Background: an optimization exercise with open tools, aiming at small area and a short achievable clock period. Do not read the settings as production practice. RTL that was checked went through simulation tests only; none was proved equivalent to the original.

==> inputs of job 2653 <==
Design MrSimSimulation, start of the top module:
module MrSimSimulation(input clk, input reset,
    input [63:0] io_enq_dat,
    input  io_enq_val,
    output io_enq_rdy,
    output[63:0] io_deq_dat,
    output io_deq_val,
    input  io_deq_rdy
);
==> flow/config.mk <==
export PLATFORM = sky130hd
export DESIGN_NAME = MrSimSimulation
export DESIGN_NICKNAME = MrSimSimulation
export VERILOG_FILES = /design/flow/design.v
export SDC_FILE = /design/flow/constraint.sdc
export NUM_CORES = 4
export LEC_CHECK = 0
export CAP_MARGIN = 20
export CORE_MARGIN = 2
export CORE_UTILIZATION = 40
export PLACE_DENSITY = 0.6
export SLEW_MARGIN = 20
export SYNTH_HIERARCHICAL = 1
export SYNTH_MINIMUM_KEEP_SIZE = 0
==> flow/constraint.sdc <==
create_clock -name core_clock -period 17.0 [get_ports {clk}]
set_input_delay 3.4000 -clock core_clock [delete_from_list [all_inputs] [get_ports {clk}]]
set_output_delay 3.4000 -clock core_clock [all_outputs]
set_load 0.01 [all_outputs]
standard.sh (not shown) runs the stock make flow with config.mk's settings and CLKGATE_MAP_FILE= SYNTH_SCRIPT=/design/flow/synth_recipe.tcl, a recipe that flattens the netlist after the stock synthesis.
==> flow/flow/run.sh <==
#!/bin/bash
# Standard synthesis, then the standard layout with the resizer aiming for a setup slack margin,
# small port buffers and a smaller clock tree.
set -euo pipefail
bash standard.sh synth > synth.log 2>&1
bash standard.sh SETUP_SLACK_MARGIN=12.35 BUFFER_PORTS_ARGS='-buffer_cell sky130_fd_sc_hd__buf_1' 'CTS_ARGS=-sink_clustering_enable -repair_clock_nets -dont_use_dummy_load -buf_list sky130_fd_sc_hd__clkbuf_16 -sink_clustering_size 30 -sink_clustering_max_diameter 100 -distance_between_buffers 300 -branching_point_buffers_distance 300' finish > layout.log 2>&1
==> job 2743 (differences from job 2653) <==
==> flow/flow/run.sh (replaced) <==
#!/bin/bash
# Standard synthesis, then the standard layout with the resizer aiming for a setup slack margin,
# small port buffers and a smaller clock tree.
set -euo pipefail
bash standard.sh synth > synth.log 2>&1
bash standard.sh SETUP_SLACK_MARGIN=12.4 BUFFER_PORTS_ARGS='-buffer_cell sky130_fd_sc_hd__buf_1' 'CTS_ARGS=-sink_clustering_enable -repair_clock_nets -dont_use_dummy_load -buf_list sky130_fd_sc_hd__clkbuf_16 -sink_clustering_size 30 -sink_clustering_max_diameter 100' finish > layout.log 2>&1
==> job 328 (differences from job 2653) <==
--- a/flow/design.v
+++ b/flow/design.v
@@ -8,22 +8,28 @@
 );
   reg [8:0] df0, df1, df2, df3, df4, df5;
   reg [15:0] p1, p2;
   reg v1, v2, v3;
   reg [6:0] e0, e1, e2;    
   reg l20, l21, l10;           
   wire [7:0] px = io_enq_dat[55:48];
   wire [7:0] py = io_enq_dat[63:56];
-  wire [8:0] dn0 = {1'b0, io_enq_dat[7:0]} - {1'b0, px};
-  wire [8:0] dn1 = {1'b0, io_enq_dat[15:8]} - {1'b0, py};
-  wire [8:0] dn2 = {1'b0, io_enq_dat[23:16]} - {1'b0, px};
-  wire [8:0] dn3 = {1'b0, io_enq_dat[31:24]} - {1'b0, py};
-  wire [8:0] dn4 = {1'b0, io_enq_dat[39:32]} - {1'b0, px};
-  wire [8:0] dn5 = {1'b0, io_enq_dat[47:40]} - {1'b0, py};
+  wire [8:0] dn0;
+  kmsub usub0 (.a(io_enq_dat[7:0]), .b(px), .d(dn0));
+  wire [8:0] dn1;
+  kmsub usub1 (.a(io_enq_dat[15:8]), .b(py), .d(dn1));
+  wire [8:0] dn2;
+  kmsub usub2 (.a(io_enq_dat[23:16]), .b(px), .d(dn2));
+  wire [8:0] dn3;
+  kmsub usub3 (.a(io_enq_dat[31:24]), .b(py), .d(dn3));
+  wire [8:0] dn4;
+  kmsub usub4 (.a(io_enq_dat[39:32]), .b(px), .d(dn4));
+  wire [8:0] dn5;
+  kmsub usub5 (.a(io_enq_dat[47:40]), .b(py), .d(dn5));
   wire pp1 = df0[0] & df0[1];
   wire pp2 = df0[0] & df0[2];
   wire pp3 = df0[0] & df0[3];
   wire pp4 = df0[0] & df0[4];
   wire pp5 = df0[0] & df0[5];
   wire pp6 = df0[0] & df0[6];
   wire pp7 = df0[0] & df0[7];
   wire pp8 = df0[1] & df0[2];
@@ -1189,12 +1195,15 @@
   assign io_enq_rdy = 1'b1;
   assign io_deq_val = f[0];
   assign io_deq_dat = {32'd0, q0[17:2], 6'd0, q0[1:0], 8'hff};
 endmodule
 module kmfa(input a, input b, input c, output s, output co);
   assign s = a ^ b ^ c;
   assign co = (a & b) | (a & c) | (b & c);
 endmodule
+module kmsub(input [7:0] a, input [7:0] b, output [8:0] d);
+  assign d = {1'b0, a} - {1'b0, b};
+endmodule
 module kmha(input a, input b, output s, output co);
   assign s = a ^ b;
   assign co = a & b;
 endmodule
==> flow/flow/run.sh (replaced) <==
#!/bin/bash
# Standard synthesis, then the standard layout with the resizer aiming for a setup slack margin,
# small port buffers and a smaller clock tree.
set -euo pipefail
bash standard.sh synth > synth.log 2>&1
bash standard.sh SETUP_SLACK_MARGIN=12.35 BUFFER_PORTS_ARGS='-buffer_cell sky130_fd_sc_hd__buf_1' 'CTS_ARGS=-sink_clustering_enable -repair_clock_nets -dont_use_dummy_load -buf_list sky130_fd_sc_hd__clkbuf_16 -sink_clustering_size 30 -sink_clustering_max_diameter 100' finish > layout.log 2>&1
==> job 8943 (differences from job 2653) <==
==> flow/flow/run.sh (replaced) <==
#!/bin/bash
# Standard synthesis, then the standard layout with the resizer aiming for a setup slack margin,
# small port buffers and a smaller clock tree.
set -euo pipefail
bash standard.sh synth > synth.log 2>&1
bash standard.sh SETUP_SLACK_MARGIN=12.35 BUFFER_PORTS_ARGS='-buffer_cell sky130_fd_sc_hd__buf_1' 'CTS_ARGS=-sink_clustering_enable -repair_clock_nets -dont_use_dummy_load -buf_list sky130_fd_sc_hd__clkbuf_16 -sink_clustering_size 30 -sink_clustering_max_diameter 100 -sink_clustering_levels 1' finish > layout.log 2>&1
==> run notes <==
| quantity | job 8943 | job 2743 | job 2653 | job 328 |
|---|---|---|---|---|
| Buffers outside the clock class | 93 | 93 | 94 | 88 |
| Most used cell, CP | - | sky130_fd_sc_hd__a21oi_1 | - | sky130_fd_sc_hd__fa_1 |
| Area of combinational cells with multiple inputs | 0.0102 mm^2 | 0.0103 mm^2 | 0.0102 mm^2 | 0.0103 mm^2 |
| Global-route track usage on met2 | 0.306 | 0.290 | 0.305 | 0.302 |
| Area fraction of the dominant cell type after synthesis | 0.232 | 0.232 | 0.232 | 0.227 |
| Final standard cell count with taps included and fillers excluded | 1880 | 1878 | 1881 | 1989 |
| Portion of the layout cell area used by clock cells | 0.0258 | 0.0256 | 0.0258 | 0.0256 |
| Area of the core | 0.0368 mm^2 | 0.0368 mm^2 | 0.0368 mm^2 | 0.0378 mm^2 |
| Sequential-to-total area share from yosys stat | 0.301 | 0.301 | 0.301 | 0.293 |
| Critical path depth | 11 | 11 | 11 | 12 |
| Number of unique standard cell types used by synthesis | 62 | 62 | 62 | 61 |
| Setup crit start kind | primary input | primary input | primary input | flop |
| Worst Max-Slew Pin Slew | 0.939 ns | 0.972 ns | 0.965 ns | 1.07 ns |
| Number of search-and-repair iterations in the first detailed-routing pass | 4 | 5 | 4 | 5 |
| Vertical extent of the die | 198 um | 198 um | 198 um | 200 um |
| Result of the run | complete, no violations | complete, no violations | complete, no violations | complete, no violations |
| Leading cell type in the layout, fill and taps excluded | sky130_fd_sc_hd__and2_1 | sky130_fd_sc_hd__and2_1 | sky130_fd_sc_hd__and2_1 | sky130_fd_sc_hd__fa_1 |
No functional check of the RTL was part of job 328.

[port drivers added, routing unchanged]
How much do the figures lean on ideal ports? The routed layouts below were timed once more, with nothing changed but the port constraints.
Step 1 (the two cells are an assumption about what drives the block):
set clk [get_ports {clk}]
set_driving_cell -lib_cell sky130_fd_sc_hd__clkbuf_16 $clk
set_driving_cell -lib_cell sky130_fd_sc_hd__buf_2 [delete_from_list [all_inputs] $clk]
Step 2 adds t to the input delays and takes it off the output delays; t is the mean of the earliest and latest rising clock arrival at the registers after step 1. Input paths then give back, and output paths get back, about the clock's delay inside the block.
Slacks: no drivers / after step 1 / after step 2; pairs: no drivers / after step 1.
run	shift t [ns]	setup slack, ns	slew at the worst register clock pin (ns)
job 2653	0.472	12.404 / 12.427 / 11.955	0.08 / 0.08
job 2743	0.469	12.437 / 12.458 / 11.990	0.07 / 0.07
job 328	0.471	12.394 / 12.394 / 11.964	0.08 / 0.08
job 8943	0.466	12.428 / 12.448 / 11.983	0.08 / 0.08
After both steps setup and hold are still met in every run listed. For job 2653, which loses most, drivers alone change the setup slack by +0.023 ns; drivers and shift together by -0.449 ns.
